Context: an optimization exercise on an open-source flow, tuned for small area. The choices shown serve that exercise and are no tape-out recipe.
In this exercise RTL edits were held to simulation tests only and were not proved equivalent to the original.
Power is estimated from default activity; no workload was simulated.

==> flow/design.v (excerpt) <==
module Processor (clk,reset,portIn,portOut,int_flag,ack,
                  imem_addr,imem_data,
                  dmem_addr,dmem_wdata,dmem_we,dmem_re,dmem_rdata);
input clk,reset,int_flag;
output ack;
input [15:0] portIn;
output [15:0] portOut;
output [20:0] imem_addr;
input  [15:0] imem_data;
output [11:0] dmem_addr;
output [15:0] dmem_wdata;
output dmem_we;
output dmem_re;
input  [15:0] dmem_rdata;
reg  [15:0] fd;                  
reg         stall;               
reg  [3:0]  de_func;
reg         de_pimm, de_br, de_sop, de_dmr, de_dmw, de_ior, de_iow, de_dw;
reg  [1:0]  de_bt;
reg  [3:0]  de_dst;
reg  [2:0]  de_src;
reg  [15:0] de_dv;               
reg  [15:0] de_op1;              
reg  [11:0] de_sp;
reg         em_dw, em_dmr, em_dmw, em_ior, em_iow;
reg  [3:0]  em_dst;
reg  [15:0] em_res;
reg  [11:0] em_addr;
reg         mw_dw;
reg  [3:0]  mw_dst;
reg  [15:0] mw_res;
  ...
Size: roughly 1,900 cells after synthesis, about 120 I/O pins, roughly 0.018 sq mm of cells after synthesis.
clock: 12.0 ns
lec_check: 0
abc_area: 1
cap_margin: 20
core_margin: 2
core_utilization: 60
slew_margin: 20
standard.sh (not shown) runs the stock make flow with config.mk's settings and CLKGATE_MAP_FILE= SYNTH_SCRIPT=/design/flow/synth_recipe.tcl, a recipe that flattens the netlist after the stock synthesis.
==> flow/flow/run.sh <==
#!/bin/bash
# Layout flow: the standard ORFS flow (standard.sh) with three changes:
#  - synthesis: synth_recipe.tcl unchanged, but ABC maps with an area script
#    (flow/area.abc); registers are mapped before ABC and are unaffected;
#  - clock tree: small clock buffers, larger sink clusters, no dummy loads;
#  - port buffers: every input and output port still gets its own buffer,
#    of the smallest buffer cell.
# make's full output goes to flow.log in this folder; ORFS keeps each
# step's log under orfs/logs/.
set -euo pipefail
export FLOW_WORK="$PWD"
export FLOW_ABC_SCRIPT="$PWD/flow/area.abc"
export CTS_ARGS="-sink_clustering_enable -repair_clock_nets -buf_list sky130_fd_sc_hd__clkbuf_4 -dont_use_dummy_load -sink_clustering_size 8 -sink_clustering_max_diameter 40"
export BUFFER_PORTS_ARGS="-buffer_cell sky130_fd_sc_hd__buf_1"
bash standard.sh SYNTH_SCRIPT="$PWD/flow/synth.tcl" finish > flow.log 2>&1
==> flow/flow/area.abc <==
&get -n
&st
&dch -f
&nf -a -R 1000
&put
topo
dnsize -c
==> flow/flow/synth.tcl <==
# The standard synthesis (synth_recipe.tcl, unchanged) with one change:
# ABC maps the combinational logic with an area-oriented script.
proc abc {args} {
  set i [lsearch -exact $args -script]
  if {$i >= 0} { lset args [expr {$i + 1}] $::env(FLOW_ABC_SCRIPT) }
  yosys abc {*}$args
}
source $::env(FLOW_WORK)/synth_recipe.tcl
Next try:
--- a/flow/design.v
+++ b/flow/design.v
@@ -226,26 +226,26 @@
         fd <= fetch_ins;
     if (de_flush) begin
         {de_func, de_pimm, de_br, de_bt, de_sop, de_dmr, de_dmw, de_ior, de_iow, de_dw} <= 14'd0;
         de_dst <= 4'd15;
     end else if (~stall) begin
         {de_func, de_pimm, de_br, de_bt, de_sop, de_dmr, de_dmw, de_ior, de_iow, de_dw} <=
             {c_func, c_pimm, c_br, c_bt, c_sop, c_dmr, c_dmw, c_ior, c_iow, c_dw};
         de_dst <= fd[3:0];
     end
     de_src <= fd[6:4];
     de_dv  <= src1;
-    if (~stall) begin
-        de_op1 <= c_pimm ? imem_data : src2;
-        de_sp  <= c_push ? sp : sp_adj;
-    end
+    de_op1[15:12] <= c_pimm ? imem_data[15:12] : src2[15:12];
+    if (~stall)
+        de_op1[11:0] <= c_pimm ? imem_data[11:0] : src2[11:0];
+    de_sp  <= (stall | c_push) ? sp : sp_adj;
     if (~reset)
         {em_dw, em_dmr, em_dmw, em_ior, em_iow} <= 5'd0;
     else
         {em_dw, em_dmr, em_dmw, em_ior, em_iow} <= {x_dw, x_dmr, x_dmw, x_ior, x_iow};
     em_dst  <= x_dst;
     em_res  <= stall ? 16'd0 : result;
     em_addr <= de_sop ? de_sp : (de_dmw ? op2[11:0] : de_op1[11:0]);
     if (~reset) mw_dw <= 1'b0; else mw_dw <= em_dw;
     mw_dst <= em_dst;
     mw_res <= mem_val;
     if (~reset) begin
Final cell count is about the same.
Final area decreases by 1.0%.
Via count hardly moves.
Global-route usage drops by 0.11 points.
Worst hold slack is worse by 0.022 ns.
Wire length goes down by 0.80%.
Sequential power is about the same.
Critical path depth went down by 21.
Setup slack is worse by 0.77 ns.
Utilization came out lower by 0.51 points.


## exp/violet
Another version of the RTL of Processor (not shown whole).
Size: roughly 1800 cells after synthesis, ~120 I/O pins.
Design Processor, start of the top module:
module Processor (clk,reset,portIn,portOut,int_flag,ack,
                  imem_addr,imem_data,
                  dmem_addr,dmem_wdata,dmem_we,dmem_re,dmem_rdata);
input clk,reset,int_flag;
output ack;
input [15:0] portIn;
output [15:0] portOut;
output [20:0] imem_addr;
input  [15:0] imem_data;
output [11:0] dmem_addr;
output [15:0] dmem_wdata;
output dmem_we;
output dmem_re;
input  [15:0] dmem_rdata;
reg  [15:0] fd;                  
reg         stall;               
reg  [8:0]  de_opc;              
reg  [3:0]  de_dst;
reg  [2:0]  de_src;
reg  [15:0] de_dv;               
reg  [15:0] de_op1;              
reg         em_dw, em_dmr, em_dmw, em_ior, em_iow;
reg  [3:0]  em_dst;
reg  [15:0] em_res;
reg  [11:0] em_addr;
reg         mw_dw;
reg  [3:0]  mw_dst;
reg  [15:0] mw_res;
reg  [15:0] gpr [0:7];
reg  [11:0] sp;
reg  [15:0] pcl, pch;
reg  [4:0]  ccr;
reg  [15:0] port_out;
reg  [1:0]  seq_t;               
reg  [2:0]  seq_c;               
reg  [15:0] call_dst;
reg         int_sig, ack_q;
reg  [2:0]  int_st;
wire wb8  = mw_dw & (mw_dst == 4'd8);
  ...
clock: 12.0 ns
lec_check: 0
abc_area: 1
cap_margin: 20
core_margin: 2
core_utilization: 60
slew_margin: 20
==> flow/flow/run.sh <==
#!/bin/bash
# Layout flow: the standard ORFS flow (standard.sh) with three changes:
#  - synthesis: synth_recipe.tcl unchanged, but ABC maps with an area script
#    (flow/area.abc); registers are mapped before ABC and are unaffected;
#  - clock tree: small clock buffers, larger sink clusters, no dummy loads;
#  - port buffers: every input and output port still gets its own buffer,
#    of the smallest buffer cell.
# make's full output goes to flow.log in this folder; ORFS keeps each
# step's log under orfs/logs/.
set -euo pipefail
export FLOW_WORK="$PWD"
export FLOW_ABC_SCRIPT="$PWD/flow/area.abc"
export CTS_ARGS="-sink_clustering_enable -repair_clock_nets -buf_list sky130_fd_sc_hd__clkbuf_4 -dont_use_dummy_load -sink_clustering_size 9 -sink_clustering_max_diameter 45"
export BUFFER_PORTS_ARGS="-buffer_cell sky130_fd_sc_hd__buf_1"
bash standard.sh SYNTH_SCRIPT="$PWD/flow/synth.tcl" finish > flow.log 2>&1
Scripts as last shown in full above: flow/flow/area.abc, flow/flow/synth.tcl
Edits applied to the flow inputs when going from exp/violet to exp/maple:
--- a/flow/design.v
+++ b/flow/design.v
@@ -164,18 +164,18 @@
         9'b010_001000: begin e_func = 4'd13; e_dw = 1; e_pimm = 1; end   
         9'b010_001001: begin e_func = 4'd3; e_dw = 1; e_pimm = 1; end    
         9'b010_001010: begin e_func = 4'd8; e_dw = 1; e_pimm = 1; end    
         9'b010_001011: begin e_func = 4'd9; e_dw = 1; e_pimm = 1; end    
         9'b010_001100: begin e_func = 4'd10; e_dw = 1; e_pimm = 1; end   
         9'b010_001101: begin e_func = 4'd11; e_dw = 1; e_pimm = 1; end   
         9'b011_000000: begin e_func = 4'd4; e_dmw = 1; e_sop = 1; e_push = 1; end  
         9'b011_000001: begin e_func = 4'd0; e_dw = 1; e_dmr = 1; e_sop = 1; end    
-        9'b011_000010: begin e_func = 4'd3; e_dw = 1; e_dmr = 1; e_pimm = 1; end   
-        9'b011_000011: begin e_func = 4'd3; e_dw = 1; e_dmr = 1; end    
+        9'b011_000010: begin e_func = 4'd0; e_dw = 1; e_dmr = 1; e_pimm = 1; end   
+        9'b011_000011: begin e_func = 4'd0; e_dw = 1; e_dmr = 1; end    
         9'b011_000100: begin e_func = 4'd3; e_dmw = 1; end              
         9'b100_000000: begin e_func = 4'd4; e_br = 1; e_bt = 2'b00; end  
         9'b100_000001: begin e_func = 4'd4; e_br = 1; e_bt = 2'b01; end  
         9'b100_000010: begin e_func = 4'd4; e_br = 1; e_bt = 2'b10; end  
         9'b100_000100: begin e_func = 4'd4; e_br = 1; e_bt = 2'b11; end  
         9'b100_000101: begin e_func = 4'd3; e_br = 1; e_bt = 2'b11; e_pimm = 1; end  
         9'b100_000110: e_func = 4'd4;              
                         default: ;
@@ -184,17 +184,17 @@
 wire [3:0] x_func = e_func;
 wire x_br  = e_br  & ~stall;
 wire x_dmr = e_dmr & ~stall;
 wire x_dmw = e_dmw & ~stall;
 wire x_ior = e_ior & ~stall;
 wire x_iow = e_iow & ~stall;
 wire x_dw  = e_dw  & ~stall;
 wire [3:0] x_dst = stall ? 4'd0 : de_dst;
-wire [15:0] mem_val = em_ior ? portIn : (em_dmr ? dmem_rdata : em_res);
+wire [15:0] mem_val = em_res | (portIn & {16{em_ior}}) | (dmem_rdata & {16{em_dmr}});
 wire m1 = ({1'b0, de_src} == em_dst) & ~e_pimm;
 wire w1 = ({1'b0, de_src} == mw_dst) & ~e_pimm;
 wire m2 = (de_dst == em_dst);
 wire w2 = (de_dst == mw_dst);
 wire [15:0] op1 = m1 ? mem_val : (w1 ? mw_res : de_op1);
 wire [15:0] op2 = m2 ? mem_val : (w2 ? mw_res : de_dv);
 genvar gi;
 wire f_a1  = (x_func == 4'd3) | (x_func == 4'd5) | (x_func == 4'd6) |
==> notes.md <==
Between exp/violet and exp/maple, the difference in total length of routed met2 wires is negligible.
Cmp exp/violet and exp/maple / power consumed by the clock network / higher: exp/maple
Placed instance count: exp/maple vs exp/violet down 60
The critical path depth of exp/maple falls short of that of exp/violet by about 18%.
exp/violet -> exp/maple: maximum clock frequency flat
Between exp/violet and exp/maple, the ratio of final minimum period to clock period is higher for exp/maple.
As far as global-route wire length before repair is concerned, exp/maple and exp/violet perform about the same.
The routed wire length on met3 of exp/maple falls short of that of exp/violet by 220 um.
Total wirelength of the detailed-routed design: exp/maple vs exp/violet — no meaningful difference
From exp/maple to exp/violet, antenna violation net count after detailed routing did not move at all.
The total power reported for exp/maple is smaller than that of exp/violet by about 4%.
